Background: an optimization exercise with open tools, aiming at small area and a short achievable clock period. Do not read the settings as production practice. Function was checked by simulation only, so behaviour that the tests miss may differ from the original.

==> flow/design.v (outline; a module is shown in full before it is edited, if it fits) <==
// module Integrator: 859 lines
// module Integrator_fa: 6 lines
// module Integrator_fa1: 6 lines
// module Integrator_ha: 6 lines
// module Integrator_han: 6 lines
// module Integrator_xor: 5 lines
// module Integrator_maj: 5 lines
// module Integrator_mux: 5 lines
// module Integrator_aoi: 5 lines
// module Integrator_inv: 5 lines
// module Integrator_nand: 5 lines
// module Integrator_nor: 5 lines
// module Integrator_oai: 5 lines
// module Integrator_xnor: 5 lines
module Integrator
          (clk,
           reset,
           In,
           Out);
  // ...
==> flow/flow/run.sh <==
#!/bin/bash
# Layout flow: the standard synthesis and ORFS layout (standard.sh) with two
# changes to how the layout is made:
#  - the input and output ports get plain buffer cells (buffer_ports
#    -buffer_cell) instead of the delay cells buffer_ports picks by itself;
#  - clock tree synthesis adds no dummy loads (-dont_use_dummy_load); the
#    other CTS arguments are the ones ORFS builds from config.mk.
# Each step's full output goes to a log file here (ORFS keeps its own per-step
# logs under orfs/logs).
set -euo pipefail
export BUFFER_PORTS_ARGS="-buffer_cell sky130_fd_sc_hd__buf_2"
export CTS_ARGS="-sink_clustering_enable -repair_clock_nets -sink_clustering_size 30 -sink_clustering_max_diameter 100 -buf_list {sky130_fd_sc_hd__clkbuf_4 sky130_fd_sc_hd__clkbuf_8} -dont_use_dummy_load"
bash standard.sh synth > run_synth.log 2>&1
bash standard.sh > run_layout.log 2>&1
==> flow/standard.sh <==
#!/bin/bash
# synth_recipe.tcl (not shown) runs the flow's synth.tcl, then flattens the netlist and writes it again
# the make line also repeats each setting of config.mk as NAME=value (left out here)
make -C /OpenROAD-flow-scripts/flow DESIGN_CONFIG=/design/flow/config.mk WORK_HOME=/design/flow/orfs CLKGATE_MAP_FILE= SYNTH_SCRIPT=/design/flow/synth_recipe.tcl "${@:-finish}"
==> flow/config.mk <==
export PLATFORM = sky130hd
export DESIGN_NAME = Integrator
export DESIGN_NICKNAME = Integrator
export VERILOG_FILES = /design/flow/design.v
export SDC_FILE = /design/flow/constraint.sdc
export NUM_CORES = 4
export LEC_CHECK = 0
export CAP_MARGIN = 20
export CORE_MARGIN = 2
export CORE_UTILIZATION = 40
export CTS_BUF_LIST = sky130_fd_sc_hd__clkbuf_4 sky130_fd_sc_hd__clkbuf_8
export CTS_CLUSTER_DIAMETER = 100
export CTS_CLUSTER_SIZE = 30
export PLACE_DENSITY = 0.85
export SETUP_SLACK_MARGIN = 4
export SLEW_MARGIN = 20
export SYNTH_HIERARCHICAL = 1
export SYNTH_MINIMUM_KEEP_SIZE = 0
==> flow/constraint.sdc <==
create_clock -name core_clock -period 14.0 [get_ports {clk}]
set_input_delay 2.8000 -clock core_clock [delete_from_list [all_inputs] [get_ports {clk}]]
set_output_delay 2.8000 -clock core_clock [all_outputs]
set_load 0.01 [all_outputs]
==> notes.md, run 1 <==
- Seq/total area: between 30% and 40%
- Critical Path, Cell by Cell: buf_2, inv_1, fa_1, fa_1, fa_1, fa_1, nor2_1, nor2_1, a21oi_2, o21ai_1, a21oi_2, inv_1, a21oi_2, xnor2_1, buf_2
- Setup TNS: 0 ns
- Routing usage on met3: approximately 3.4%
- Die X: around 130 µm
- CP Max Fanout: 5
- Hold Slack: roughly 0.35 ns
- GR Util met2: ~28%
- Synthesized flop and latch total: between 80 and 90
- H-Tree Depth: 3
- R2R Path End: v[15]$_DFF_PP0_
- Status: no timing/DRC/antenna violations
- CP max-delay cell: fa_1
- CTS tree: done
- Leading cell kind: multi-input combinational cells
- Synth Area in Compound Gates: about 5.7%
- Synth top area share: between 30 and 40%
- First-pass GRT wire length: 21860 µm
- Initial antenna violation count: 1
- WP data arrival: ~6.6 ns
- FF-to-FF path depth: 17
- Die footprint: between 15000 and 20000 µm²
- Setup crit end kind: output pin
- Largest family of logic cells by synthesized area: adder cells
- Multi-input logic area: a little over 4000 µm²
- Largest net degree at the start of global routing: 66
- Total wire length: between 10000 and 15000 µm
- Top Family by Delay on Critical Path: adder cells
- Die extent in y: roughly 130 µm
- Clk_skew: between 0.03 and 0.04 ns
- Critical Path Start Type: input port
==> module Integrator, before the edit <==
module Integrator
          (clk,
           reset,
           In,
           Out);
  input   clk;
  input   reset;
  input   signed [21:0] In;
  output  signed [21:0] Out;
  reg  [20:0] x1;    
  reg  [20:0] v;     
  reg         vc;    
  reg  [21:0] y1;    
  reg  [21:0] y2;    
  wire [20:0] x = In[20:0];
  wire ts0, tc0;
  Integrator_fa1 u_fa0 (.a(~v[1]), .b(~v[5]), .s(ts0), .co(tc0));
  wire ts1, tc1;
  Integrator_fa u_fa1 (.a(~v[2]), .b(~v[6]), .c(tc0), .s(ts1), .co(tc1));
  wire ts2, tc2;
  Integrator_fa u_fa2 (.a(~v[0]), .b(~v[3]), .c(~v[7]), .s(ts2), .co(tc2));
  wire ts3, tc3;
  Integrator_fa1 u_fa3 (.a(~v[1]), .b(~v[4]), .s(ts3), .co(tc3));
  wire ts4, tc4;
  Integrator_fa u_fa4 (.a(~v[8]), .b(tc2), .c(ts3), .s(ts4), .co(tc4));
  wire ts5, tc5;
  Integrator_fa u_fa5 (.a(v[0]), .b(~v[2]), .c(~v[5]), .s(ts5), .co(tc5));
  wire ts6, tc6;
  Integrator_fa u_fa6 (.a(~v[9]), .b(tc3), .c(ts5), .s(ts6), .co(tc6));
  wire ts7, tc7;
  Integrator_fa u_fa7 (.a(v[1]), .b(~v[10]), .c(~v[3]), .s(ts7), .co(tc7));
  wire ts8, tc8;
  Integrator_fa u_fa8 (.a(~v[6]), .b(tc5), .c(ts7), .s(ts8), .co(tc8));
  wire ts9, tc9;
  Integrator_fa u_fa9 (.a(v[2]), .b(x1[0]), .c(~v[11]), .s(ts9), .co(tc9));
  wire ts10, tc10;
  Integrator_fa u_fa10 (.a(~v[4]), .b(~v[7]), .c(tc7), .s(ts10), .co(tc10));
  wire ts11, tc11;
  Integrator_fa u_fa11 (.a(ts9), .b(tc8), .c(ts10), .s(ts11), .co(tc11));
  wire ts12, tc12;
  Integrator_fa u_fa12 (.a(v[3]), .b(x1[1]), .c(~v[12]), .s(ts12), .co(tc12));
  wire ts13, tc13;
  Integrator_fa u_fa13 (.a(~v[5]), .b(~v[8]), .c(tc9), .s(ts13), .co(tc13));
  wire ts14, tc14;
  Integrator_fa u_fa14 (.a(ts12), .b(tc10), .c(ts13), .s(ts14), .co(tc14));
  wire ts15, tc15;
  Integrator_fa u_fa15 (.a(v[4]), .b(x1[2]), .c(~v[13]), .s(ts15), .co(tc15));
  wire ts16, tc16;
  Integrator_fa u_fa16 (.a(~v[6]), .b(~v[9]), .c(tc12), .s(ts16), .co(tc16));
  wire ts17, tc17;
  Integrator_fa u_fa17 (.a(ts15), .b(tc13), .c(ts16), .s(ts17), .co(tc17));
  wire ts18, tc18;
  Integrator_fa u_fa18 (.a(v[5]), .b(x1[3]), .c(~v[10]), .s(ts18), .co(tc18));
  wire ts19, tc19;
  Integrator_fa u_fa19 (.a(~v[14]), .b(~v[7]), .c(tc15), .s(ts19), .co(tc19));
  wire ts20, tc20;
  Integrator_fa u_fa20 (.a(ts18), .b(tc16), .c(ts19), .s(ts20), .co(tc20));
  wire ts21, tc21;
  Integrator_fa u_fa21 (.a(v[6]), .b(x1[4]), .c(~v[11]), .s(ts21), .co(tc21));
  wire ts22, tc22;
  Integrator_fa u_fa22 (.a(~v[15]), .b(~v[8]), .c(tc18), .s(ts22), .co(tc22));
  wire ts23, tc23;
  Integrator_fa u_fa23 (.a(ts21), .b(tc19), .c(ts22), .s(ts23), .co(tc23));
  wire ts24, tc24;
  Integrator_fa u_fa24 (.a(v[7]), .b(vc), .c(x1[5]), .s(ts24), .co(tc24));
  wire ts25, tc25;
  Integrator_fa u_fa25 (.a(~v[12]), .b(~v[16]), .c(~v[9]), .s(ts25), .co(tc25));
  wire ts26, tc26;
  Integrator_fa u_fa26 (.a(tc21), .b(ts24), .c(ts25), .s(ts26), .co(tc26));
  wire ts27, tc27;
  Integrator_fa u_fa27 (.a(tc22), .b(ts26), .c(tc23), .s(ts27), .co(tc27));
  wire ts28, tc28;
  Integrator_fa u_fa28 (.a(v[8]), .b(vc), .c(x1[6]), .s(ts28), .co(tc28));
  wire ts29, tc29;
  Integrator_fa u_fa29 (.a(~v[10]), .b(~v[13]), .c(~v[17]), .s(ts29), .co(tc29));
  wire ts30, tc30;
  Integrator_fa u_fa30 (.a(tc24), .b(tc25), .c(ts28), .s(ts30), .co(tc30));
  wire ts31, tc31;
  Integrator_fa u_fa31 (.a(ts29), .b(tc26), .c(ts30), .s(ts31), .co(tc31));
  wire ts32, tc32;
  Integrator_fa u_fa32 (.a(v[9]), .b(vc), .c(x1[7]), .s(ts32), .co(tc32));
  wire ts33, tc33;
  Integrator_fa u_fa33 (.a(~v[11]), .b(~v[14]), .c(~v[18]), .s(ts33), .co(tc33));
  wire ts34, tc34;
  Integrator_fa u_fa34 (.a(tc28), .b(tc29), .c(ts32), .s(ts34), .co(tc34));
  wire ts35, tc35;
  Integrator_fa u_fa35 (.a(ts33), .b(tc30), .c(ts34), .s(ts35), .co(tc35));
  wire ts36, tc36;
  Integrator_fa u_fa36 (.a(v[10]), .b(vc), .c(x1[8]), .s(ts36), .co(tc36));
  wire ts37, tc37;
  Integrator_fa u_fa37 (.a(~v[12]), .b(~v[15]), .c(~v[19]), .s(ts37), .co(tc37));
  wire ts38, tc38;
  Integrator_fa u_fa38 (.a(tc32), .b(tc33), .c(ts36), .s(ts38), .co(tc38));
  wire ts39, tc39;
  Integrator_fa u_fa39 (.a(ts37), .b(tc34), .c(ts38), .s(ts39), .co(tc39));
  wire ts40, tc40;
  Integrator_fa u_fa40 (.a(v[11]), .b(x1[9]), .c(~v[13]), .s(ts40), .co(tc40));
  wire ts41, tc41;
  Integrator_fa u_fa41 (.a(~v[16]), .b(~v[20]), .c(tc36), .s(ts41), .co(tc41));
  wire ts42, tc42;
  Integrator_fa u_fa42 (.a(tc37), .b(ts40), .c(tc38), .s(ts42), .co(tc42));
  wire ts43, tc43;
  Integrator_fa u_fa43 (.a(ts41), .b(tc39), .c(ts42), .s(ts43), .co(tc43));
  wire ts44, tc44;
  Integrator_fa1 u_fa44 (.a(~v[1]), .b(~x[1]), .s(ts44), .co(tc44));
  wire ts45, tc45;
  Integrator_ha u_ha45 (.a(~v[2]), .b(~x[2]), .s(ts45), .co(tc45));
  wire ts46, tc46;
  Integrator_ha u_ha46 (.a(~v[3]), .b(~x[3]), .s(ts46), .co(tc46));
  wire ts47, tc47;
  Integrator_fa u_fa47 (.a(~v[0]), .b(~v[4]), .c(~x[0]), .s(ts47), .co(tc47));
  wire ts48, tc48;
  Integrator_ha u_ha48 (.a(~x[4]), .b(tc46), .s(ts48), .co(tc48));
  wire ts49, tc49;
  Integrator_fa u_fa49 (.a(ts0), .b(~x[1]), .c(~x[5]), .s(ts49), .co(tc49));
  wire ts50, tc50;
  Integrator_ha u_ha50 (.a(tc48), .b(tc47), .s(ts50), .co(tc50));
  wire ts51, tc51;
  Integrator_fa u_fa51 (.a(ts1), .b(~x[2]), .c(~x[6]), .s(ts51), .co(tc51));
  wire ts52, tc52;
  Integrator_ha u_ha52 (.a(tc49), .b(ts51), .s(ts52), .co(tc52));
  wire ts53, tc53;
  Integrator_fa u_fa53 (.a(ts2), .b(tc1), .c(~x[0]), .s(ts53), .co(tc53));
  wire ts54, tc54;
  Integrator_fa u_fa54 (.a(~x[3]), .b(~x[7]), .c(tc51), .s(ts54), .co(tc54));
  wire ts55, tc55;
  Integrator_ha u_ha55 (.a(ts53), .b(tc52), .s(ts55), .co(tc55));
  wire ts56, tc56;
  Integrator_ha u_ha56 (.a(ts4), .b(~x[1]), .s(ts56), .co(tc56));
  wire ts57, tc57;
  Integrator_fa u_fa57 (.a(~x[4]), .b(~x[8]), .c(ts56), .s(ts57), .co(tc57));
  wire ts58, tc58;
  Integrator_fa u_fa58 (.a(tc53), .b(ts57), .c(tc54), .s(ts58), .co(tc58));
  wire ts59, tc59;
  Integrator_fa u_fa59 (.a(tc4), .b(ts6), .c(x[0]), .s(ts59), .co(tc59));
  wire ts60, tc60;
  Integrator_fa u_fa60 (.a(~x[2]), .b(~x[5]), .c(~x[9]), .s(ts60), .co(tc60));
  wire ts61, tc61;
  Integrator_fa u_fa61 (.a(tc56), .b(ts59), .c(ts60), .s(ts61), .co(tc61));
  wire ts62, tc62;
  Integrator_ha u_ha62 (.a(tc57), .b(ts61), .s(ts62), .co(tc62));
  wire ts63, tc63;
  Integrator_fa u_fa63 (.a(tc6), .b(ts8), .c(x[1]), .s(ts63), .co(tc63));
  wire ts64, tc64;
  Integrator_fa u_fa64 (.a(~x[10]), .b(~x[3]), .c(~x[6]), .s(ts64), .co(tc64));
  wire ts65, tc65;
  Integrator_fa u_fa65 (.a(tc59), .b(tc60), .c(ts63), .s(ts65), .co(tc65));
  wire ts66, tc66;
  Integrator_fa u_fa66 (.a(ts64), .b(tc61), .c(ts65), .s(ts66), .co(tc66));
  wire ts67, tc67;
  Integrator_fa u_fa67 (.a(ts11), .b(x[2]), .c(~x[11]), .s(ts67), .co(tc67));
  wire ts68, tc68;
  Integrator_fa u_fa68 (.a(~x[4]), .b(~x[7]), .c(tc63), .s(ts68), .co(tc68));
  wire ts69, tc69;
  Integrator_ha u_ha69 (.a(tc64), .b(ts67), .s(ts69), .co(tc69));
  wire ts70, tc70;
  Integrator_fa u_fa70 (.a(ts69), .b(tc65), .c(ts68), .s(ts70), .co(tc70));
  wire ts71, tc71;
  Integrator_fa u_fa71 (.a(tc11), .b(ts14), .c(x[3]), .s(ts71), .co(tc71));
  wire ts72, tc72;
  Integrator_fa u_fa72 (.a(~x[12]), .b(~x[5]), .c(~x[8]), .s(ts72), .co(tc72));
  wire ts73, tc73;
  Integrator_fa u_fa73 (.a(tc67), .b(ts71), .c(ts72), .s(ts73), .co(tc73));
  wire ts74, tc74;
  Integrator_fa u_fa74 (.a(tc69), .b(tc68), .c(ts73), .s(ts74), .co(tc74));
  wire ts75, tc75;
  Integrator_fa u_fa75 (.a(tc14), .b(ts17), .c(x[4]), .s(ts75), .co(tc75));
  wire ts76, tc76;
  Integrator_fa u_fa76 (.a(~x[13]), .b(~x[6]), .c(~x[9]), .s(ts76), .co(tc76));
  wire ts77, tc77;
  Integrator_fa u_fa77 (.a(tc71), .b(tc72), .c(ts75), .s(ts77), .co(tc77));
  wire ts78, tc78;
  Integrator_fa u_fa78 (.a(ts76), .b(tc73), .c(ts77), .s(ts78), .co(tc78));
  wire ts79, tc79;
  Integrator_fa u_fa79 (.a(tc17), .b(ts20), .c(x[5]), .s(ts79), .co(tc79));
  wire ts80, tc80;
  Integrator_fa u_fa80 (.a(~x[10]), .b(~x[14]), .c(~x[7]), .s(ts80), .co(tc80));
  wire ts81, tc81;
  Integrator_fa u_fa81 (.a(tc75), .b(tc76), .c(ts79), .s(ts81), .co(tc81));
  wire ts82, tc82;
  Integrator_fa u_fa82 (.a(ts80), .b(tc77), .c(ts81), .s(ts82), .co(tc82));
  wire ts83, tc83;
  Integrator_fa u_fa83 (.a(tc20), .b(ts23), .c(x[6]), .s(ts83), .co(tc83));
  wire ts84, tc84;
  Integrator_fa u_fa84 (.a(~x[11]), .b(~x[15]), .c(~x[8]), .s(ts84), .co(tc84));
  wire ts85, tc85;
  Integrator_fa u_fa85 (.a(tc79), .b(tc80), .c(ts83), .s(ts85), .co(tc85));
  wire ts86, tc86;
  Integrator_fa u_fa86 (.a(ts84), .b(tc81), .c(ts85), .s(ts86), .co(tc86));
  wire ts87, tc87;
  Integrator_fa u_fa87 (.a(ts27), .b(x[7]), .c(~x[12]), .s(ts87), .co(tc87));
  wire ts88, tc88;
  Integrator_fa u_fa88 (.a(~x[16]), .b(~x[9]), .c(tc83), .s(ts88), .co(tc88));
  wire ts89, tc89;
  Integrator_ha u_ha89 (.a(tc84), .b(ts87), .s(ts89), .co(tc89));
  wire ts90, tc90;
  Integrator_fa u_fa90 (.a(ts89), .b(tc85), .c(ts88), .s(ts90), .co(tc90));
  wire ts91, tc91;
  Integrator_fa u_fa91 (.a(ts31), .b(tc27), .c(x[8]), .s(ts91), .co(tc91));
  wire ts92, tc92;
  Integrator_fa u_fa92 (.a(~x[10]), .b(~x[13]), .c(~x[17]), .s(ts92), .co(tc92));
  wire ts93, tc93;
  Integrator_fa u_fa93 (.a(tc87), .b(ts91), .c(ts92), .s(ts93), .co(tc93));
  wire ts94, tc94;
  Integrator_fa u_fa94 (.a(tc89), .b(tc88), .c(ts93), .s(ts94), .co(tc94));
  wire ts95, tc95;
  Integrator_fa u_fa95 (.a(tc31), .b(ts35), .c(x[9]), .s(ts95), .co(tc95));
  wire ts96, tc96;
  Integrator_fa u_fa96 (.a(~x[11]), .b(~x[14]), .c(~x[18]), .s(ts96), .co(tc96));
  wire ts97, tc97;
  Integrator_fa u_fa97 (.a(tc91), .b(tc92), .c(ts96), .s(ts97), .co(tc97));
  wire ts98, tc98;
  Integrator_fa u_fa98 (.a(ts95), .b(tc93), .c(ts97), .s(ts98), .co(tc98));
  wire ts99, tc99;
  Integrator_fa u_fa99 (.a(tc35), .b(ts39), .c(x[10]), .s(ts99), .co(tc99));
  wire ts100, tc100;
  Integrator_fa u_fa100 (.a(~x[12]), .b(~x[15]), .c(~x[19]), .s(ts100), .co(tc100));
  wire ts101, tc101;
  Integrator_fa u_fa101 (.a(tc95), .b(tc96), .c(ts100), .s(ts101), .co(tc101));
  wire ts102, tc102;
  Integrator_fa u_fa102 (.a(ts99), .b(tc97), .c(ts101), .s(ts102), .co(tc102));
  wire ts103, tc103;
  Integrator_fa u_fa103 (.a(ts43), .b(x[11]), .c(~x[13]), .s(ts103), .co(tc103));
  wire ts104, tc104;
  Integrator_fa u_fa104 (.a(~x[16]), .b(~x[20]), .c(tc99), .s(ts104), .co(tc104));
  wire ts105, tc105;
  Integrator_ha u_ha105 (.a(tc100), .b(ts103), .s(ts105), .co(tc105));
  wire ts106, tc106;
  Integrator_fa u_fa106 (.a(ts105), .b(tc101), .c(ts104), .s(ts106), .co(tc106));
  wire [20:0] ts = {tc102, tc98, tc94, tc90, tc86, tc82, tc78, tc74, tc70, tc66, tc62, tc58, tc55, ts54, tc50, ts49, ts47, tc45, ts45, 1'b0, ~v[0]};
  wire [20:0] tc = {ts106, ts102, ts98, ts94, ts90, ts86, ts82, ts78, ts74, ts70, ts66, ts62, ts58, ts55, ts52, ts50, ts48, ts46, tc44, ts44, ~x[0]};
  wire ra0_1, rb1_2;
  Integrator_fa u_ra0_1 (.a(y2[0]), .b(ts[0]), .c(tc[0]), .s(ra0_1), .co(rb1_2));
  wire ra1_3, rb2_4;
  Integrator_ha u_ra1_3 (.a(y2[1]), .b(tc[1]), .s(ra1_3), .co(rb2_4));
  wire ra2_5, rb3_6;
  Integrator_fa u_ra2_5 (.a(y2[2]), .b(ts[2]), .c(tc[2]), .s(ra2_5), .co(rb3_6));
  wire ra3_7, rb4_8;
  Integrator_fa u_ra3_7 (.a(y2[3]), .b(ts[3]), .c(tc[3]), .s(ra3_7), .co(rb4_8));
  wire ra4_9, rb5_10;
  Integrator_fa u_ra4_9 (.a(y2[4]), .b(ts[4]), .c(tc[4]), .s(ra4_9), .co(rb5_10));
  wire ra5_11, rb6_12;
  Integrator_fa u_ra5_11 (.a(y2[5]), .b(ts[5]), .c(tc[5]), .s(ra5_11), .co(rb6_12));
  wire ra6_13, rb7_14;
  Integrator_fa u_ra6_13 (.a(y2[6]), .b(ts[6]), .c(tc[6]), .s(ra6_13), .co(rb7_14));
  wire ra7_15, rb8_16;
  Integrator_fa u_ra7_15 (.a(y2[7]), .b(ts[7]), .c(tc[7]), .s(ra7_15), .co(rb8_16));
  wire ra8_17, rb9_18;
  Integrator_fa u_ra8_17 (.a(y2[8]), .b(ts[8]), .c(tc[8]), .s(ra8_17), .co(rb9_18));
  wire ra9_19, rb10_20;
  Integrator_fa u_ra9_19 (.a(y2[9]), .b(ts[9]), .c(tc[9]), .s(ra9_19), .co(rb10_20));
  wire ra10_21, rb11_22;
  Integrator_fa u_ra10_21 (.a(y2[10]), .b(ts[10]), .c(tc[10]), .s(ra10_21), .co(rb11_22));
  wire ra11_23, rb12_24;
  Integrator_fa u_ra11_23 (.a(y2[11]), .b(ts[11]), .c(tc[11]), .s(ra11_23), .co(rb12_24));
  wire ra12_25, rb13_26;
  Integrator_fa u_ra12_25 (.a(y2[12]), .b(ts[12]), .c(tc[12]), .s(ra12_25), .co(rb13_26));
  wire ra13_27, rb14_28;
  Integrator_fa u_ra13_27 (.a(y2[13]), .b(ts[13]), .c(tc[13]), .s(ra13_27), .co(rb14_28));
  wire ra14_29, rb15_30;
  Integrator_fa u_ra14_29 (.a(y2[14]), .b(ts[14]), .c(tc[14]), .s(ra14_29), .co(rb15_30));
  wire ra15_31, rb16_32;
  Integrator_fa u_ra15_31 (.a(y2[15]), .b(ts[15]), .c(tc[15]), .s(ra15_31), .co(rb16_32));
  wire ra16_33, rb17_34;
  Integrator_fa u_ra16_33 (.a(y2[16]), .b(ts[16]), .c(tc[16]), .s(ra16_33), .co(rb17_34));
  wire ra17_35, rb18_36;
  Integrator_fa u_ra17_35 (.a(y2[17]), .b(ts[17]), .c(tc[17]), .s(ra17_35), .co(rb18_36));
  wire ra18_37, rb19_38;
  Integrator_fa u_ra18_37 (.a(y2[18]), .b(ts[18]), .c(tc[18]), .s(ra18_37), .co(rb19_38));
  wire ra19_39, rb20_40;
  Integrator_fa u_ra19_39 (.a(y2[19]), .b(ts[19]), .c(tc[19]), .s(ra19_39), .co(rb20_40));
  wire ra20_41, rb21_42;
  Integrator_fa u_ra20_41 (.a(y2[20]), .b(ts[20]), .c(tc[20]), .s(ra20_41), .co(rb21_42));
  wire mp1_43;
  Integrator_xor u_mp1_43 (.a(ra1_3), .b(rb1_2), .y(mp1_43));
  wire mg1_44;
  Integrator_nand u_mg1_44 (.a(ra1_3), .b(rb1_2), .y(mg1_44));
  wire mt1_45;
  Integrator_nor u_mt1_45 (.a(ra1_3), .b(rb1_2), .y(mt1_45));
  wire mp2_46;
  Integrator_xor u_mp2_46 (.a(ra2_5), .b(rb2_4), .y(mp2_46));
  wire mg2_47;
  Integrator_nand u_mg2_47 (.a(ra2_5), .b(rb2_4), .y(mg2_47));
  wire mt2_48;
  Integrator_nor u_mt2_48 (.a(ra2_5), .b(rb2_4), .y(mt2_48));
  wire mp3_49;
  Integrator_xor u_mp3_49 (.a(ra3_7), .b(rb3_6), .y(mp3_49));
  wire mg3_50;
  Integrator_nand u_mg3_50 (.a(ra3_7), .b(rb3_6), .y(mg3_50));
  wire mt3_51;
  Integrator_nor u_mt3_51 (.a(ra3_7), .b(rb3_6), .y(mt3_51));
  wire mp4_52;
  Integrator_xor u_mp4_52 (.a(ra4_9), .b(rb4_8), .y(mp4_52));
  wire mg4_53;
  Integrator_nand u_mg4_53 (.a(ra4_9), .b(rb4_8), .y(mg4_53));
  wire mt4_54;
  Integrator_nor u_mt4_54 (.a(ra4_9), .b(rb4_8), .y(mt4_54));
  wire mp5_55;
  Integrator_xor u_mp5_55 (.a(ra5_11), .b(rb5_10), .y(mp5_55));
  wire mg5_56;
  Integrator_nand u_mg5_56 (.a(ra5_11), .b(rb5_10), .y(mg5_56));
  wire mt5_57;
  Integrator_nor u_mt5_57 (.a(ra5_11), .b(rb5_10), .y(mt5_57));
  wire mp6_58;
  Integrator_xor u_mp6_58 (.a(ra6_13), .b(rb6_12), .y(mp6_58));
  wire mg6_59;
  Integrator_nand u_mg6_59 (.a(ra6_13), .b(rb6_12), .y(mg6_59));
  wire mt6_60;
  Integrator_nor u_mt6_60 (.a(ra6_13), .b(rb6_12), .y(mt6_60));
  wire mp7_61;
  Integrator_xor u_mp7_61 (.a(ra7_15), .b(rb7_14), .y(mp7_61));
  wire mg7_62;
  Integrator_nand u_mg7_62 (.a(ra7_15), .b(rb7_14), .y(mg7_62));
  wire mt7_63;
  Integrator_nor u_mt7_63 (.a(ra7_15), .b(rb7_14), .y(mt7_63));
  wire mp8_64;
  Integrator_xor u_mp8_64 (.a(ra8_17), .b(rb8_16), .y(mp8_64));
  wire mg8_65;
  Integrator_nand u_mg8_65 (.a(ra8_17), .b(rb8_16), .y(mg8_65));
  wire mt8_66;
  Integrator_nor u_mt8_66 (.a(ra8_17), .b(rb8_16), .y(mt8_66));
  wire mp9_67;
  Integrator_xor u_mp9_67 (.a(ra9_19), .b(rb9_18), .y(mp9_67));
  wire mg9_68;
  Integrator_nand u_mg9_68 (.a(ra9_19), .b(rb9_18), .y(mg9_68));
  wire mt9_69;
  Integrator_nor u_mt9_69 (.a(ra9_19), .b(rb9_18), .y(mt9_69));
  wire mp10_70;
  Integrator_xor u_mp10_70 (.a(ra10_21), .b(rb10_20), .y(mp10_70));
  wire mg10_71;
  Integrator_nand u_mg10_71 (.a(ra10_21), .b(rb10_20), .y(mg10_71));
  wire mt10_72;
  Integrator_nor u_mt10_72 (.a(ra10_21), .b(rb10_20), .y(mt10_72));
  wire mp11_73;
  Integrator_xor u_mp11_73 (.a(ra11_23), .b(rb11_22), .y(mp11_73));
  wire mg11_74;
  Integrator_nand u_mg11_74 (.a(ra11_23), .b(rb11_22), .y(mg11_74));
  wire mt11_75;
  Integrator_nor u_mt11_75 (.a(ra11_23), .b(rb11_22), .y(mt11_75));
  wire mp12_76;
  Integrator_xor u_mp12_76 (.a(ra12_25), .b(rb12_24), .y(mp12_76));
  wire mg12_77;
  Integrator_nand u_mg12_77 (.a(ra12_25), .b(rb12_24), .y(mg12_77));
  wire mt12_78;
  Integrator_nor u_mt12_78 (.a(ra12_25), .b(rb12_24), .y(mt12_78));
  wire mp13_79;
  Integrator_xor u_mp13_79 (.a(ra13_27), .b(rb13_26), .y(mp13_79));
  wire mg13_80;
  Integrator_nand u_mg13_80 (.a(ra13_27), .b(rb13_26), .y(mg13_80));
  wire mt13_81;
  Integrator_nor u_mt13_81 (.a(ra13_27), .b(rb13_26), .y(mt13_81));
  wire mp14_82;
  Integrator_xor u_mp14_82 (.a(ra14_29), .b(rb14_28), .y(mp14_82));
  wire mg14_83;
  Integrator_nand u_mg14_83 (.a(ra14_29), .b(rb14_28), .y(mg14_83));
  wire mt14_84;
  Integrator_nor u_mt14_84 (.a(ra14_29), .b(rb14_28), .y(mt14_84));
  wire mp15_85;
  Integrator_xor u_mp15_85 (.a(ra15_31), .b(rb15_30), .y(mp15_85));
  wire mg15_86;
  Integrator_nand u_mg15_86 (.a(ra15_31), .b(rb15_30), .y(mg15_86));
  wire mt15_87;
  Integrator_nor u_mt15_87 (.a(ra15_31), .b(rb15_30), .y(mt15_87));
  wire mp16_88;
  Integrator_xor u_mp16_88 (.a(ra16_33), .b(rb16_32), .y(mp16_88));
  wire mg16_89;
  Integrator_nand u_mg16_89 (.a(ra16_33), .b(rb16_32), .y(mg16_89));
  wire mt16_90;
  Integrator_nor u_mt16_90 (.a(ra16_33), .b(rb16_32), .y(mt16_90));
  wire mp17_91;
  Integrator_xor u_mp17_91 (.a(ra17_35), .b(rb17_34), .y(mp17_91));
  wire mg17_92;
  Integrator_nand u_mg17_92 (.a(ra17_35), .b(rb17_34), .y(mg17_92));
  wire mt17_93;
  Integrator_nor u_mt17_93 (.a(ra17_35), .b(rb17_34), .y(mt17_93));
  wire mp18_94;
  Integrator_xor u_mp18_94 (.a(ra18_37), .b(rb18_36), .y(mp18_94));
  wire mg18_95;
  Integrator_nand u_mg18_95 (.a(ra18_37), .b(rb18_36), .y(mg18_95));
  wire mt18_96;
  Integrator_nor u_mt18_96 (.a(ra18_37), .b(rb18_36), .y(mt18_96));
  wire mp19_97;
  Integrator_xor u_mp19_97 (.a(ra19_39), .b(rb19_38), .y(mp19_97));
  wire mg19_98;
  Integrator_nand u_mg19_98 (.a(ra19_39), .b(rb19_38), .y(mg19_98));
  wire mt19_99;
  Integrator_nor u_mt19_99 (.a(ra19_39), .b(rb19_38), .y(mt19_99));
  wire mp20_100;
  Integrator_xor u_mp20_100 (.a(ra20_41), .b(rb20_40), .y(mp20_100));
  wire mg20_101;
  Integrator_nand u_mg20_101 (.a(ra20_41), .b(rb20_40), .y(mg20_101));
  wire mt20_102;
  Integrator_nor u_mt20_102 (.a(ra20_41), .b(rb20_40), .y(mt20_102));
  wire mp21_103;
  Integrator_xor u_mp21_103 (.a(y2[21]), .b(rb21_42), .y(mp21_103));
  wire mg21_104;
  Integrator_nand u_mg21_104 (.a(y2[21]), .b(rb21_42), .y(mg21_104));
  wire mt21_105;
  Integrator_nor u_mt21_105 (.a(y2[21]), .b(rb21_42), .y(mt21_105));
  wire g_106;
  Integrator_oai u_g_106 (.a(mt3_51), .b(mg2_47), .c(mg3_50), .y(g_106));
  wire t_107;
  Integrator_nor u_t_107 (.a(mt3_51), .b(mt2_48), .y(t_107));
  wire g_108;
  Integrator_oai u_g_108 (.a(mt5_57), .b(mg4_53), .c(mg5_56), .y(g_108));
  wire t_109;
  Integrator_nor u_t_109 (.a(mt5_57), .b(mt4_54), .y(t_109));
  wire g_110;
  Integrator_oai u_g_110 (.a(mt7_63), .b(mg6_59), .c(mg7_62), .y(g_110));
  wire t_111;
  Integrator_nor u_t_111 (.a(mt7_63), .b(mt6_60), .y(t_111));
  wire g_112;
  Integrator_oai u_g_112 (.a(mt9_69), .b(mg8_65), .c(mg9_68), .y(g_112));
  wire t_113;
  Integrator_nor u_t_113 (.a(mt9_69), .b(mt8_66), .y(t_113));
  wire g_114;
  Integrator_oai u_g_114 (.a(mt11_75), .b(mg10_71), .c(mg11_74), .y(g_114));
  wire t_115;
  Integrator_nor u_t_115 (.a(mt11_75), .b(mt10_72), .y(t_115));
  wire g_116;
  Integrator_oai u_g_116 (.a(mt13_81), .b(mg12_77), .c(mg13_80), .y(g_116));
  wire t_117;
  Integrator_nor u_t_117 (.a(mt13_81), .b(mt12_78), .y(t_117));
  wire g_118;
  Integrator_oai u_g_118 (.a(mt15_87), .b(mg14_83), .c(mg15_86), .y(g_118));
  wire t_119;
  Integrator_nor u_t_119 (.a(mt15_87), .b(mt14_84), .y(t_119));
  wire g_120;
  Integrator_oai u_g_120 (.a(mt17_93), .b(mg16_89), .c(mg17_92), .y(g_120));
  wire t_121;
  Integrator_nor u_t_121 (.a(mt17_93), .b(mt16_90), .y(t_121));
  wire g_122;
  Integrator_oai u_g_122 (.a(mt19_99), .b(mg18_95), .c(mg19_98), .y(g_122));
  wire t_123;
  Integrator_nor u_t_123 (.a(mt19_99), .b(mt18_96), .y(t_123));
  wire g_124;
  Integrator_oai u_g_124 (.a(mt21_105), .b(mg20_101), .c(mg21_104), .y(g_124));
  wire t_125;
  Integrator_nor u_t_125 (.a(mt21_105), .b(mt20_102), .y(t_125));
  wire g_126;
  Integrator_oai u_g_126 (.a(mt2_48), .b(mg1_44), .c(mg2_47), .y(g_126));
  wire n_127;
  Integrator_inv u_n_127 (.a(mg1_44), .y(n_127));
  wire g_128;
  Integrator_aoi u_g_128 (.a(t_107), .b(n_127), .c(g_106), .y(g_128));
  wire n_129;
  Integrator_inv u_n_129 (.a(g_108), .y(n_129));
  wire g_130;
  Integrator_oai u_g_130 (.a(mt6_60), .b(n_129), .c(mg6_59), .y(g_130));
  wire n_131;
  Integrator_inv u_n_131 (.a(t_109), .y(n_131));
  wire t_132;
  Integrator_nor u_t_132 (.a(mt6_60), .b(n_131), .y(t_132));
  wire g_133;
  Integrator_aoi u_g_133 (.a(t_111), .b(g_108), .c(g_110), .y(g_133));
  wire t_134;
  Integrator_nand u_t_134 (.a(t_111), .b(t_109), .y(t_134));
  wire n_135;
  Integrator_inv u_n_135 (.a(g_112), .y(n_135));
  wire g_136;
  Integrator_oai u_g_136 (.a(mt10_72), .b(n_135), .c(mg10_71), .y(g_136));
  wire n_137;
  Integrator_inv u_n_137 (.a(t_113), .y(n_137));
  wire t_138;
  Integrator_nor u_t_138 (.a(mt10_72), .b(n_137), .y(t_138));
  wire g_139;
  Integrator_aoi u_g_139 (.a(t_115), .b(g_112), .c(g_114), .y(g_139));
  wire t_140;
  Integrator_nand u_t_140 (.a(t_115), .b(t_113), .y(t_140));
  wire n_141;
  Integrator_inv u_n_141 (.a(g_116), .y(n_141));
  wire g_142;
  Integrator_oai u_g_142 (.a(mt14_84), .b(n_141), .c(mg14_83), .y(g_142));
  wire n_143;
  Integrator_inv u_n_143 (.a(t_117), .y(n_143));
  wire t_144;
  Integrator_nor u_t_144 (.a(mt14_84), .b(n_143), .y(t_144));
  wire g_145;
  Integrator_aoi u_g_145 (.a(t_119), .b(g_116), .c(g_118), .y(g_145));
  wire t_146;
  Integrator_nand u_t_146 (.a(t_119), .b(t_117), .y(t_146));
  wire n_147;
  Integrator_inv u_n_147 (.a(g_120), .y(n_147));
  wire g_148;
  Integrator_oai u_g_148 (.a(mt18_96), .b(n_147), .c(mg18_95), .y(g_148));
  wire n_149;
  Integrator_inv u_n_149 (.a(t_121), .y(n_149));
  wire t_150;
  Integrator_nor u_t_150 (.a(mt18_96), .b(n_149), .y(t_150));
  wire g_151;
  Integrator_aoi u_g_151 (.a(t_123), .b(g_120), .c(g_122), .y(g_151));
  wire t_152;
  Integrator_nand u_t_152 (.a(t_123), .b(t_121), .y(t_152));
  wire g_153;
  Integrator_oai u_g_153 (.a(mt4_54), .b(g_128), .c(mg4_53), .y(g_153));
  wire g_154;
  Integrator_oai u_g_154 (.a(n_131), .b(g_128), .c(n_129), .y(g_154));
  wire n_155;
  Integrator_inv u_n_155 (.a(g_128), .y(n_155));
  wire g_156;
  Integrator_aoi u_g_156 (.a(t_132), .b(n_155), .c(g_130), .y(g_156));
  wire g_157;
  Integrator_oai u_g_157 (.a(t_134), .b(g_128), .c(g_133), .y(g_157));
  wire g_158;
  Integrator_oai u_g_158 (.a(mt12_78), .b(g_139), .c(mg12_77), .y(g_158));
  wire t_159;
  Integrator_nor u_t_159 (.a(mt12_78), .b(t_140), .y(t_159));
  wire g_160;
  Integrator_oai u_g_160 (.a(n_143), .b(g_139), .c(n_141), .y(g_160));
  wire t_161;
  Integrator_nor u_t_161 (.a(n_143), .b(t_140), .y(t_161));
  wire n_162;
  Integrator_inv u_n_162 (.a(t_144), .y(n_162));
  wire n_163;
  Integrator_inv u_n_163 (.a(g_142), .y(n_163));
  wire g_164;
  Integrator_oai u_g_164 (.a(n_162), .b(g_139), .c(n_163), .y(g_164));
  wire t_165;
  Integrator_nor u_t_165 (.a(n_162), .b(t_140), .y(t_165));
  wire g_166;
  Integrator_oai u_g_166 (.a(t_146), .b(g_139), .c(g_145), .y(g_166));
  wire t_167;
  Integrator_nor u_t_167 (.a(t_146), .b(t_140), .y(t_167));
  wire g_168;
  Integrator_oai u_g_168 (.a(mt20_102), .b(g_151), .c(mg20_101), .y(g_168));
  wire t_169;
  Integrator_nor u_t_169 (.a(mt20_102), .b(t_152), .y(t_169));
  wire n_170;
  Integrator_inv u_n_170 (.a(t_125), .y(n_170));
  wire n_171;
  Integrator_inv u_n_171 (.a(g_124), .y(n_171));
  wire g_172;
  Integrator_oai u_g_172 (.a(n_170), .b(g_151), .c(n_171), .y(g_172));
  wire t_173;
  Integrator_nor u_t_173 (.a(n_170), .b(t_152), .y(t_173));
  wire g_174;
  Integrator_oai u_g_174 (.a(t_134), .b(g_128), .c(g_133), .y(g_174));
  wire n_175;
  Integrator_inv u_n_175 (.a(g_157), .y(n_175));
  wire g_176;
  Integrator_oai u_g_176 (.a(mt8_66), .b(n_175), .c(mg8_65), .y(g_176));
  wire g_177;
  Integrator_oai u_g_177 (.a(n_137), .b(n_175), .c(n_135), .y(g_177));
  wire g_178;
  Integrator_aoi u_g_178 (.a(t_138), .b(g_157), .c(g_136), .y(g_178));
  wire g_179;
  Integrator_oai u_g_179 (.a(t_140), .b(n_175), .c(g_139), .y(g_179));
  wire g_180;
  Integrator_aoi u_g_180 (.a(t_159), .b(g_174), .c(g_158), .y(g_180));
  wire g_181;
  Integrator_aoi u_g_181 (.a(t_161), .b(g_174), .c(g_160), .y(g_181));
  wire g_182;
  Integrator_aoi u_g_182 (.a(t_165), .b(g_174), .c(g_164), .y(g_182));
  wire g_183;
  Integrator_aoi u_g_183 (.a(t_167), .b(g_174), .c(g_166), .y(g_183));
  wire g_184;
  Integrator_aoi u_g_184 (.a(t_167), .b(g_174), .c(g_166), .y(g_184));
  wire g_185;
  Integrator_oai u_g_185 (.a(mt16_90), .b(g_183), .c(mg16_89), .y(g_185));
  wire g_186;
  Integrator_oai u_g_186 (.a(n_149), .b(g_183), .c(n_147), .y(g_186));
  wire n_187;
  Integrator_inv u_n_187 (.a(g_183), .y(n_187));
  wire g_188;
  Integrator_aoi u_g_188 (.a(t_150), .b(n_187), .c(g_148), .y(g_188));
  wire g_189;
  Integrator_oai u_g_189 (.a(t_152), .b(g_184), .c(g_151), .y(g_189));
  wire n_190;
  Integrator_inv u_n_190 (.a(g_184), .y(n_190));
  wire g_191;
  Integrator_aoi u_g_191 (.a(t_169), .b(n_190), .c(g_168), .y(g_191));
  wire g_192;
  Integrator_aoi u_g_192 (.a(t_173), .b(n_190), .c(g_172), .y(g_192));
  wire sum2_193;
  Integrator_xor u_sum2_193 (.a(mp2_46), .b(n_127), .y(sum2_193));
  wire sum3_194;
  Integrator_xor u_sum3_194 (.a(mp3_49), .b(g_126), .y(sum3_194));
  wire sum4_195;
  Integrator_xor u_sum4_195 (.a(mp4_52), .b(n_155), .y(sum4_195));
  wire sum5_196;
  Integrator_xor u_sum5_196 (.a(mp5_55), .b(g_153), .y(sum5_196));
  wire sum6_197;
  Integrator_xor u_sum6_197 (.a(mp6_58), .b(g_154), .y(sum6_197));
  wire sum7_198;
  Integrator_xnor u_sum7_198 (.a(mp7_61), .b(g_156), .y(sum7_198));
  wire sum8_199;
  Integrator_xor u_sum8_199 (.a(mp8_64), .b(g_157), .y(sum8_199));
  wire sum9_200;
  Integrator_xor u_sum9_200 (.a(mp9_67), .b(g_176), .y(sum9_200));
  wire sum10_201;
  Integrator_xor u_sum10_201 (.a(mp10_70), .b(g_177), .y(sum10_201));
  wire sum11_202;
  Integrator_xnor u_sum11_202 (.a(mp11_73), .b(g_178), .y(sum11_202));
  wire sum12_203;
  Integrator_xor u_sum12_203 (.a(mp12_76), .b(g_179), .y(sum12_203));
  wire sum13_204;
  Integrator_xnor u_sum13_204 (.a(mp13_79), .b(g_180), .y(sum13_204));
  wire sum14_205;
  Integrator_xnor u_sum14_205 (.a(mp14_82), .b(g_181), .y(sum14_205));
  wire sum15_206;
  Integrator_xnor u_sum15_206 (.a(mp15_85), .b(g_182), .y(sum15_206));
  wire sum16_207;
  Integrator_xor u_sum16_207 (.a(mp16_88), .b(n_187), .y(sum16_207));
  wire sum17_208;
  Integrator_xor u_sum17_208 (.a(mp17_91), .b(g_185), .y(sum17_208));
  wire sum18_209;
  Integrator_xor u_sum18_209 (.a(mp18_94), .b(g_186), .y(sum18_209));
  wire sum19_210;
  Integrator_xnor u_sum19_210 (.a(mp19_97), .b(g_188), .y(sum19_210));
  wire sum20_211;
  Integrator_xor u_sum20_211 (.a(mp20_100), .b(g_189), .y(sum20_211));
  wire kt0_212;
  Integrator_nor u_kt0_212 (.a(ts[0]), .b(tc[0]), .y(kt0_212));
  wire kg0_213;
  Integrator_nand u_kg0_213 (.a(ts[0]), .b(tc[0]), .y(kg0_213));
  wire kt2_214;
  Integrator_nor u_kt2_214 (.a(ts[2]), .b(tc[2]), .y(kt2_214));
  wire kg2_215;
  Integrator_nand u_kg2_215 (.a(ts[2]), .b(tc[2]), .y(kg2_215));
  wire kt3_216;
  Integrator_nor u_kt3_216 (.a(ts[3]), .b(tc[3]), .y(kt3_216));
  wire kg3_217;
  Integrator_nand u_kg3_217 (.a(ts[3]), .b(tc[3]), .y(kg3_217));
  wire kt4_218;
  Integrator_nor u_kt4_218 (.a(ts[4]), .b(tc[4]), .y(kt4_218));
  wire kg4_219;
  Integrator_nand u_kg4_219 (.a(ts[4]), .b(tc[4]), .y(kg4_219));
  wire kt5_220;
  Integrator_nor u_kt5_220 (.a(ts[5]), .b(tc[5]), .y(kt5_220));
  wire kg5_221;
  Integrator_nand u_kg5_221 (.a(ts[5]), .b(tc[5]), .y(kg5_221));
  wire kt6_222;
  Integrator_nor u_kt6_222 (.a(ts[6]), .b(tc[6]), .y(kt6_222));
  wire kg6_223;
  Integrator_nand u_kg6_223 (.a(ts[6]), .b(tc[6]), .y(kg6_223));
  wire kt7_224;
  Integrator_nor u_kt7_224 (.a(ts[7]), .b(tc[7]), .y(kt7_224));
  wire kg7_225;
  Integrator_nand u_kg7_225 (.a(ts[7]), .b(tc[7]), .y(kg7_225));
  wire kt8_226;
  Integrator_nor u_kt8_226 (.a(ts[8]), .b(tc[8]), .y(kt8_226));
  wire kg8_227;
  Integrator_nand u_kg8_227 (.a(ts[8]), .b(tc[8]), .y(kg8_227));
  wire kt9_228;
  Integrator_nor u_kt9_228 (.a(ts[9]), .b(tc[9]), .y(kt9_228));
  wire kg9_229;
  Integrator_nand u_kg9_229 (.a(ts[9]), .b(tc[9]), .y(kg9_229));
  wire kt10_230;
  Integrator_nor u_kt10_230 (.a(ts[10]), .b(tc[10]), .y(kt10_230));
  wire kg10_231;
  Integrator_nand u_kg10_231 (.a(ts[10]), .b(tc[10]), .y(kg10_231));
  wire kt11_232;
  Integrator_nor u_kt11_232 (.a(ts[11]), .b(tc[11]), .y(kt11_232));
  wire kg11_233;
  Integrator_nand u_kg11_233 (.a(ts[11]), .b(tc[11]), .y(kg11_233));
  wire kt12_234;
  Integrator_nor u_kt12_234 (.a(ts[12]), .b(tc[12]), .y(kt12_234));
  wire kg12_235;
  Integrator_nand u_kg12_235 (.a(ts[12]), .b(tc[12]), .y(kg12_235));
  wire kt13_236;
  Integrator_nor u_kt13_236 (.a(ts[13]), .b(tc[13]), .y(kt13_236));
  wire kg13_237;
  Integrator_nand u_kg13_237 (.a(ts[13]), .b(tc[13]), .y(kg13_237));
  wire kt14_238;
  Integrator_nor u_kt14_238 (.a(ts[14]), .b(tc[14]), .y(kt14_238));
  wire kg14_239;
  Integrator_nand u_kg14_239 (.a(ts[14]), .b(tc[14]), .y(kg14_239));
  wire kt15_240;
  Integrator_nor u_kt15_240 (.a(ts[15]), .b(tc[15]), .y(kt15_240));
  wire kg15_241;
  Integrator_nand u_kg15_241 (.a(ts[15]), .b(tc[15]), .y(kg15_241));
  wire kt16_242;
  Integrator_nor u_kt16_242 (.a(ts[16]), .b(tc[16]), .y(kt16_242));
  wire kg16_243;
  Integrator_nand u_kg16_243 (.a(ts[16]), .b(tc[16]), .y(kg16_243));
  wire kt17_244;
  Integrator_nor u_kt17_244 (.a(ts[17]), .b(tc[17]), .y(kt17_244));
  wire kg17_245;
  Integrator_nand u_kg17_245 (.a(ts[17]), .b(tc[17]), .y(kg17_245));
  wire kt18_246;
  Integrator_nor u_kt18_246 (.a(ts[18]), .b(tc[18]), .y(kt18_246));
  wire kg18_247;
  Integrator_nand u_kg18_247 (.a(ts[18]), .b(tc[18]), .y(kg18_247));
  wire kt19_248;
  Integrator_nor u_kt19_248 (.a(ts[19]), .b(tc[19]), .y(kt19_248));
  wire kg19_249;
  Integrator_nand u_kg19_249 (.a(ts[19]), .b(tc[19]), .y(kg19_249));
  wire n_250;
  Integrator_inv u_n_250 (.a(kg0_213), .y(n_250));
  wire g_251;
  Integrator_nand u_g_251 (.a(tc[1]), .b(n_250), .y(g_251));
  wire g_252;
  Integrator_oai u_g_252 (.a(kt3_216), .b(kg2_215), .c(kg3_217), .y(g_252));
  wire t_253;
  Integrator_nor u_t_253 (.a(kt3_216), .b(kt2_214), .y(t_253));
  wire g_254;
  Integrator_oai u_g_254 (.a(kt5_220), .b(kg4_219), .c(kg5_221), .y(g_254));
  wire t_255;
  Integrator_nor u_t_255 (.a(kt5_220), .b(kt4_218), .y(t_255));
  wire g_256;
  Integrator_oai u_g_256 (.a(kt7_224), .b(kg6_223), .c(kg7_225), .y(g_256));
  wire t_257;
  Integrator_nor u_t_257 (.a(kt7_224), .b(kt6_222), .y(t_257));
  wire g_258;
  Integrator_oai u_g_258 (.a(kt9_228), .b(kg8_227), .c(kg9_229), .y(g_258));
  wire t_259;
  Integrator_nor u_t_259 (.a(kt9_228), .b(kt8_226), .y(t_259));
  wire g_260;
  Integrator_oai u_g_260 (.a(kt11_232), .b(kg10_231), .c(kg11_233), .y(g_260));
  wire t_261;
  Integrator_nor u_t_261 (.a(kt11_232), .b(kt10_230), .y(t_261));
  wire g_262;
  Integrator_oai u_g_262 (.a(kt13_236), .b(kg12_235), .c(kg13_237), .y(g_262));
  wire t_263;
  Integrator_nor u_t_263 (.a(kt13_236), .b(kt12_234), .y(t_263));
  wire g_264;
  Integrator_oai u_g_264 (.a(kt15_240), .b(kg14_239), .c(kg15_241), .y(g_264));
  wire t_265;
  Integrator_nor u_t_265 (.a(kt15_240), .b(kt14_238), .y(t_265));
  wire g_266;
  Integrator_oai u_g_266 (.a(kt17_244), .b(kg16_243), .c(kg17_245), .y(g_266));
  wire t_267;
  Integrator_nor u_t_267 (.a(kt17_244), .b(kt16_242), .y(t_267));
  wire g_268;
  Integrator_oai u_g_268 (.a(kt19_248), .b(kg18_247), .c(kg19_249), .y(g_268));
  wire t_269;
  Integrator_nor u_t_269 (.a(kt19_248), .b(kt18_246), .y(t_269));
  wire n_270;
  Integrator_inv u_n_270 (.a(g_251), .y(n_270));
  wire g_271;
  Integrator_aoi u_g_271 (.a(t_253), .b(n_270), .c(g_252), .y(g_271));
  wire g_272;
  Integrator_aoi u_g_272 (.a(t_257), .b(g_254), .c(g_256), .y(g_272));
  wire t_273;
  Integrator_nand u_t_273 (.a(t_257), .b(t_255), .y(t_273));
  wire g_274;
  Integrator_aoi u_g_274 (.a(t_261), .b(g_258), .c(g_260), .y(g_274));
  wire t_275;
  Integrator_nand u_t_275 (.a(t_261), .b(t_259), .y(t_275));
  wire g_276;
  Integrator_aoi u_g_276 (.a(t_265), .b(g_262), .c(g_264), .y(g_276));
  wire t_277;
  Integrator_nand u_t_277 (.a(t_265), .b(t_263), .y(t_277));
  wire g_278;
  Integrator_aoi u_g_278 (.a(t_269), .b(g_266), .c(g_268), .y(g_278));
  wire t_279;
  Integrator_nand u_t_279 (.a(t_269), .b(t_267), .y(t_279));
  wire g_280;
  Integrator_oai u_g_280 (.a(t_273), .b(g_271), .c(g_272), .y(g_280));
  wire g_281;
  Integrator_oai u_g_281 (.a(t_277), .b(g_274), .c(g_276), .y(g_281));
  wire t_282;
  Integrator_nor u_t_282 (.a(t_277), .b(t_275), .y(t_282));
  wire g_283;
  Integrator_aoi u_g_283 (.a(t_282), .b(g_280), .c(g_281), .y(g_283));
  wire n_284;
  Integrator_inv u_n_284 (.a(g_280), .y(n_284));
  wire g_285;
  Integrator_oai u_g_285 (.a(t_275), .b(n_284), .c(g_274), .y(g_285));
  wire g_286;
  Integrator_oai u_g_286 (.a(t_279), .b(g_283), .c(g_278), .y(g_286));
  wire n_287;
  Integrator_inv u_n_287 (.a(g_271), .y(n_287));
  wire g_288;
  Integrator_aoi u_g_288 (.a(t_255), .b(n_287), .c(g_254), .y(g_288));
  wire g_289;
  Integrator_aoi u_g_289 (.a(t_259), .b(g_280), .c(g_258), .y(g_289));
  wire g_290;
  Integrator_aoi u_g_290 (.a(t_263), .b(g_285), .c(g_262), .y(g_290));
  wire n_291;
  Integrator_inv u_n_291 (.a(g_283), .y(n_291));
  wire g_292;
  Integrator_aoi u_g_292 (.a(t_267), .b(n_291), .c(g_266), .y(g_292));
  wire g_293;
  Integrator_oai u_g_293 (.a(kt2_214), .b(g_251), .c(kg2_215), .y(g_293));
  wire g_294;
  Integrator_oai u_g_294 (.a(kt4_218), .b(g_271), .c(kg4_219), .y(g_294));
  wire g_295;
  Integrator_oai u_g_295 (.a(kt6_222), .b(g_288), .c(kg6_223), .y(g_295));
  wire g_296;
  Integrator_oai u_g_296 (.a(kt8_226), .b(n_284), .c(kg8_227), .y(g_296));
  wire g_297;
  Integrator_oai u_g_297 (.a(kt10_230), .b(g_289), .c(kg10_231), .y(g_297));
  wire n_298;
  Integrator_inv u_n_298 (.a(g_285), .y(n_298));
  wire g_299;
  Integrator_oai u_g_299 (.a(kt12_234), .b(n_298), .c(kg12_235), .y(g_299));
  wire g_300;
  Integrator_oai u_g_300 (.a(kt14_238), .b(g_290), .c(kg14_239), .y(g_300));
  wire g_301;
  Integrator_oai u_g_301 (.a(kt16_242), .b(g_283), .c(kg16_243), .y(g_301));
  wire g_302;
  Integrator_oai u_g_302 (.a(kt18_246), .b(g_292), .c(kg18_247), .y(g_302));
  wire flip = (ts[20] ^ tc[20]) | (g_286 ^ ts[20]);
  wire pf_303;
  Integrator_xor u_pf_303 (.a(mp21_103), .b(flip), .y(pf_303));
  wire top_304;
  Integrator_xnor u_top_304 (.a(pf_303), .b(g_191), .y(top_304));
  wire [21:0] y = {top_304, sum20_211, sum19_210, sum18_209, sum17_208, sum16_207, sum15_206, sum14_205, sum13_204, sum12_203, sum11_202, sum10_201, sum9_200, sum8_199, sum7_198, sum6_197, sum5_196, sum4_195, sum3_194, sum2_193, mp1_43, ra0_1};
  wire [20:0] v_next;
  assign v_next[0] = x1[0];
  wire vk1;
  assign v_next[1] = x1[1] ^ x[0];
  assign vk1 = x1[1] | ~x[0];
  wire vk2;
  Integrator_fa u_vl2 (.a(x1[2]), .b(~x[1]), .c(vk1), .s(v_next[2]), .co(vk2));
  wire vk3;
  Integrator_fa u_vl3 (.a(x1[3]), .b(~x[2]), .c(vk2), .s(v_next[3]), .co(vk3));
  wire vk4;
  Integrator_fa u_vl4 (.a(x1[4]), .b(~x[3]), .c(vk3), .s(v_next[4]), .co(vk4));
  wire vk5;
  Integrator_fa u_vl5 (.a(x1[5]), .b(~x[4]), .c(vk4), .s(v_next[5]), .co(vk5));
  wire vk6;
  Integrator_fa u_vl6 (.a(x1[6]), .b(~x[5]), .c(vk5), .s(v_next[6]), .co(vk6));
  wire vk7;
  Integrator_fa u_vl7 (.a(x1[7]), .b(~x[6]), .c(vk6), .s(v_next[7]), .co(vk7));
  wire vk8;
  Integrator_fa u_vl8 (.a(x1[8]), .b(~x[7]), .c(vk7), .s(v_next[8]), .co(vk8));
  wire vk9;
  Integrator_fa u_vl9 (.a(x1[9]), .b(~x[8]), .c(vk8), .s(v_next[9]), .co(vk9));
  wire vk10;
  Integrator_fa u_vl10 (.a(x1[10]), .b(~x[9]), .c(vk9), .s(v_next[10]), .co(vk10));
  wire vk11;
  Integrator_fa u_vl11 (.a(x1[11]), .b(~x[10]), .c(vk10), .s(v_next[11]), .co(vk11));
  wire vk12;
  Integrator_fa u_vl12 (.a(x1[12]), .b(~x[11]), .c(vk11), .s(v_next[12]), .co(vk12));
  wire vk13;
  Integrator_fa u_vl13 (.a(x1[13]), .b(~x[12]), .c(vk12), .s(v_next[13]), .co(vk13));
  wire vk14;
  Integrator_fa u_vl14 (.a(x1[14]), .b(~x[13]), .c(vk13), .s(v_next[14]), .co(vk14));
  wire vk15;
  Integrator_fa u_vl15 (.a(x1[15]), .b(~x[14]), .c(vk14), .s(v_next[15]), .co(vk15));
  wire vc_next = vk15;
  wire vh16;
  Integrator_ha u_vh16 (.a(x1[16]), .b(~x[15]), .s(v_next[16]), .co(vh16));
  wire vh17;
  Integrator_fa u_vh17 (.a(x1[17]), .b(~x[16]), .c(vh16), .s(v_next[17]), .co(vh17));
  wire vh18;
  Integrator_fa u_vh18 (.a(x1[18]), .b(~x[17]), .c(vh17), .s(v_next[18]), .co(vh18));
  wire vh19;
  Integrator_fa u_vh19 (.a(x1[19]), .b(~x[18]), .c(vh18), .s(v_next[19]), .co(vh19));
  assign v_next[20] = x1[20] ^ ~x[19] ^ vh19;
  always @(posedge clk or posedge reset) begin
    if (reset) begin
      x1 <= 21'd0;
      v  <= 21'd0;
      vc <= 1'b0;
      y1 <= 22'd0;
      y2 <= 22'd0;
    end else begin
      x1 <= x;
      v  <= v_next;
      vc <= vc_next;
      y1 <= y;
      y2 <= y1;
    end
  end
  assign Out = y;
endmodule   
==> run 2: changes to the inputs <==
--- a/flow/design.v
+++ b/flow/design.v
@@ -17,3 +17,4 @@
   wire ts0, tc0;
-  Integrator_fa1 u_fa0 (.a(~v[1]), .b(~v[5]), .s(ts0), .co(tc0));
+  Integrator_xnor1 u_fa0s (.a(~v[1]), .b(~v[5]), .y(ts0));
+  Integrator_or1 u_fa0c (.a(~v[1]), .b(~v[5]), .y(tc0));
   wire ts1, tc1;
@@ -23,3 +24,4 @@
   wire ts3, tc3;
-  Integrator_fa1 u_fa3 (.a(~v[1]), .b(~v[4]), .s(ts3), .co(tc3));
+  Integrator_xnor1 u_fa3s (.a(~v[1]), .b(~v[4]), .y(ts3));
+  Integrator_or1 u_fa3c (.a(~v[1]), .b(~v[4]), .y(tc3));
   wire ts4, tc4;
@@ -105,3 +107,4 @@
   wire ts44, tc44;
-  Integrator_fa1 u_fa44 (.a(~v[1]), .b(~x[1]), .s(ts44), .co(tc44));
+  Integrator_xnor1 u_fa44s (.a(~v[1]), .b(~x[1]), .y(ts44));
+  Integrator_or1 u_fa44c (.a(~v[1]), .b(~x[1]), .y(tc44));
   wire ts45, tc45;
@@ -866,7 +869,11 @@
 endmodule
-module Integrator_fa1 (a, b, s, co);
+module Integrator_xnor1 (a, b, y);
   input a, b;
-  output s, co;
-  assign s = ~(a ^ b);
-  assign co = a | b;
+  output y;
+  assign y = ~(a ^ b);
+endmodule
+module Integrator_or1 (a, b, y);
+  input a, b;
+  output y;
+  assign y = a | b;
 endmodule
--- a/flow/config.mk
+++ b/flow/config.mk
@@ -14,3 +14,3 @@
 export PLACE_DENSITY = 0.85
-export SETUP_SLACK_MARGIN = 4
+export SETUP_SLACK_MARGIN = 4.7
 export SLEW_MARGIN = 20
==> run 2 against run 1 <==
- global-route usage down 0.59 points
- largest cell class unchanged
- still clean on timing, DRC and antenna
- register-to-register slack better by 0.08 ns
- maximum frequency up 1.5%
- critical path type unchanged
==> notes.md, run 2 <==
- Hold Slack: 0.3496 ns (+0.001090 ns)
- Core area: between 15000 and 20000 µm²
- Clk_skew: 0.02523 ns (-0.005118 ns)
- Via density: 4.762
- Critical path class: in -> out
- Final Setup Violations: 0
- Initial Util: between 40% and 50%
- WP data arrival: 6.47 ns (-0.14 ns)
- Setup crit end kind: output pin
- Overflow after GRT: 0
- Max-Cap Viols: 0
- Diode count: 0
- Initial antenna violation count: 0 (-1)
- Die footprint: 17560 µm² (-0.55%)
- Via count: approximately 3.8k
- First DRT Iteration DRCs: around 250
- Library cells used by synthesis: 14
- Hold-fix buffers at CTS: 0
- Synthesized cell area: about 6600 µm²
- Total stage count of the critical path: 15
- CP bufs+invs: 5
- Sink Count: 87
- Crit. Startpoint: In[12]
- Synth top area share: 39.39% (+0.22 points)
- Total number of yosys warnings: 7
- CTS root buf: clkbuf_8
- Vias in the first global route: approximately 4.3k
- Tightest Pin Transition: about 0.72 ns
- Setup TNS: 0 ns (unchanged)
- Primary FF master, synth: dfrtp_1
- Crit path top cell by count: fa_2
- Fin nets: about 760
- Die extent in y: 132.5 µm (-0.27%)
- Critical Path Start Type: input port
- R2R Path End: v[15]$_DFF_PP0_
- Clock latency on the worst-skew pair: around 0.37 ns
- Max-slew headroom: about half
- Fmax: about 0.11 GHz
- Hold Path Depth: 0
- Layout cells sized above 1: between 20% and 30%
- Area contributors post-synth: fa_1 (39%), dfrtp_1 (33%), xor2_1 (4.6%)
- Clock-pin slew on the worst setup and hold paths: ~0.07 ns
- Commonest non-fill, non-tap cell in the layout: fa_1
- CTS tree: done
- Avg Cell Area, Syn: approximately 12 µm²
- GRT Total Usage: between 15 and 20%
- Number of synthesized flops with an enable pin: 0
- Syn_nets: between 700 and 800
- Finished Cell Area: 7415 µm²
- Hold path start: y1[11]$_DFF_PP0_
- Req. time, crit path: between 10 and 15 ns
- Ports: between 40 and 50
- RSZ-0062 raised after global routing: true
- FF-to-FF path depth: 17 (unchanged)
- Status: no timing/DRC/antenna violations
- TritonRoute pass-1 iters: 4
- Port Buffers: 44
- Detailed-route DRC error count: 0
- Worst setup endpoint: Out[15]
- Top cells by count, synth: fa_1 (130), dfrtp_1 (87), nor2_1 (66)
- Post-synth ARST share: 100.0%
- P&R area growth vs syn: 12.23%
- Register area share after synthesis: between 30% and 40%
- Minimum clock period: roughly 9.3 ns
- Final ANT Viol Nets: 0
- DP HPWL: 10360 µm
- Synth Instances: approximately 540
- Wirelength per Cell: between 15 and 20 µm
- Total wire length: 13140 µm (+4.9%)
- Synthesized flop and latch total: 87 (unchanged)
- Final Hold Viols: 0
- Post-route clock period utilization: approximately two thirds
- Area leader, netlist: fa_1
- Core Rows: 46
- H-Tree Depth: 3 (unchanged)
- Total CTS buffers: 9
- FF-to-FF setup slack: between 7 and 8 ns
- Top Family by Delay on Critical Path: adder cells
- Worst path max stage delay: between 0.6 and 0.7 ns
- Die X: 132.5 µm (-0.27%)
- First-pass GRT wire length: 21160 µm (-3.2%)
- CP max-delay cell: fa_2
- Worst Hold Class: reg -> reg
- Regs by FF count: y1 (22), y2 (22)
- CP Max Fanout: 4 (-1)
- Most frequent cells in the layout: fa_1 (121), dfrtp_1 (87), inv_1 (55)
- Critical Path, Cell by Cell: buf_8, clkinvlp_4, fa_1, fa_2, fa_2, fa_2, nor2_4, nor2_4, inv_1, nor2_1, inv_1, o21ai_1, a21oi_2, xnor2_2, buf_2
- Slew Viols, Final: 0
- Placer Congestion: 0.8561
- Placed cell areas: slightly below 7000 µm²
- Fill count: around 1.4k
- Largest net degree at the start of global routing: 57 (-14%)
- CTS Buffer Depth: 2
- Count leader, synth: fa_1
- Reg-to-Reg Start: x1[1]$_DFF_PP0_
-- run 2: cell count changes in the layout (fill, tap and decap cells not counted), moves of 7 or more --
cell | before | now
inv_1 | 74 | 55
buf_4 | 1 | 18
nor2_1 | 66 | 53
fa_1 | 130 | 121
fa_2 | 0 | 9
nor2_4 | 0 | 7
-- run 2: through the flow --
| step | worst slack [ns] | cells | util (%) |
|---|---|---|---|
| after CTS | 4.716 | 792 | 44.21 |
| after global routing | 4.617 | 808 | 46.34 |
| final | 4.725 | 808 | 46.34 |
| after floorplan | 5.172 | 543 | - |
| after global placement | 4.675 | 782 | 43.38 |
| after detailed placement | 4.687 | 782 | 43.38 |
-- run 2: per-module statistics from Yosys (local to each module, per instance), a selection --
module            flops+latches  cells
Integrator_inv                0      1
Integrator_xnor1              0      1
Integrator_or1                0      1
Integrator_fa                 0      1
Integrator_aoi                0      1
Integrator_nand               0      1
Integrator                   87    161
Integrator_ha                 0      1
Integrator_oai                0      1
Integrator_xor                0      1
-- run 2: metal layers --
metal	vias to the layer above	share of wire, %	GRT usage [%]
met4	0	2.6	4.540
li1	1738	-	-
met3	24	2.8	2.222
met5	-	0	0
met1	1999	42	20.46
met2	87	53	26.83
-- run 2: cell families (layout without fill, tap and decap cells) --
kind of cell	count (synthesis)	in the layout	share of synthesized area (%)
AOI/OAI and AO/OA	61	61	5.758
xor gates and xnor gates	47	47	6.231
adders and majority gates	144	144	42.05
buffers and inverters	85	134	6.080
DFF	87	87	32.95
and+or+nand+nor	119	119	6.932
-- run 2: worst reg2reg max path, cell delays in order, from the launching register on --
cell and delay (ns):
dfrtp_1 0.41, inv_1 0.07, ha_1 0.13, inv_1 0.05, fa_1 0.37, fa_1 0.39, fa_1 0.39, fa_1 0.40
fa_1 0.40, fa_1 0.41, fa_1 0.39, fa_1 0.40, fa_1 0.40, fa_1 0.40, fa_1 0.41, fa_1 0.41
fa_1 0.39, fa_1 0.44
-- run 2: what timing repair did --
action,4_1_cts,5_1_grt
endpoints found under the setup margin,5,8
pin swaps,1,14
setup buffers,1,16
resized for setup,1,59
-- run 2: worst min-delay path by stage --
stage / to / slack [ns]
finish: y2[11]$_DFF_PP0_ / 0.35
global route: y2[17]$_DFF_PP0_ / 0.35
CTS: y2[11]$_DFF_PP0_ / 0.35
detailed placement: y2[19]$_DFF_PP0_ / 0.33
global placement: y2[10]$_DFF_PP0_ / 0.33
floorplan: y2[0]$_DFF_PP0_ / 0.33
-- run 2: cell type report --
cell class / count / area, µm² / area share (%)
multi-input cells: 371 / 4205 / 56.72
repair buffers: 62 / 377.9 / 5.096
inverters: 63 / 260.3 / 3.510
clock buffers: 9 / 123.9 / 1.671
flip-flops and latches: 87 / 2177 / 29.36
well taps: 216 / 270.3 / 3.645

[what the ideal ports hide]
The results above use ideal ports. As a check the final layouts listed here were re-extracted and re-timed, cells and wires unchanged.
Step 1: set_driving_cell puts a clkbuf_16 on clk and a buf_2 on each other input, an assumption about the parent block.
Step 2 also shifts input and output timing later by t, the mid clock arrival at the registers, as if the neighbouring blocks saw the same clock.
a / b / c = ideal / step 1 / step 2; a / b = the first two.
run	t (ns)	slack for setup (ns)	clock arrival spread, ns	worst register clock-pin slew, ns	pins driven straight from the clock port
run 1	0.395	4.590 / 4.569 / 4.569	0.031 / 0.031	0.10 / 0.10	1
run 2	0.384	4.725 / 4.644 / 4.644	0.028 / 0.029	0.10 / 0.10	1
After both steps setup and hold are still met in every run listed. For run 2, which loses most, drivers alone change the setup slack by -0.081 ns; drivers and shift together by -0.081 ns.
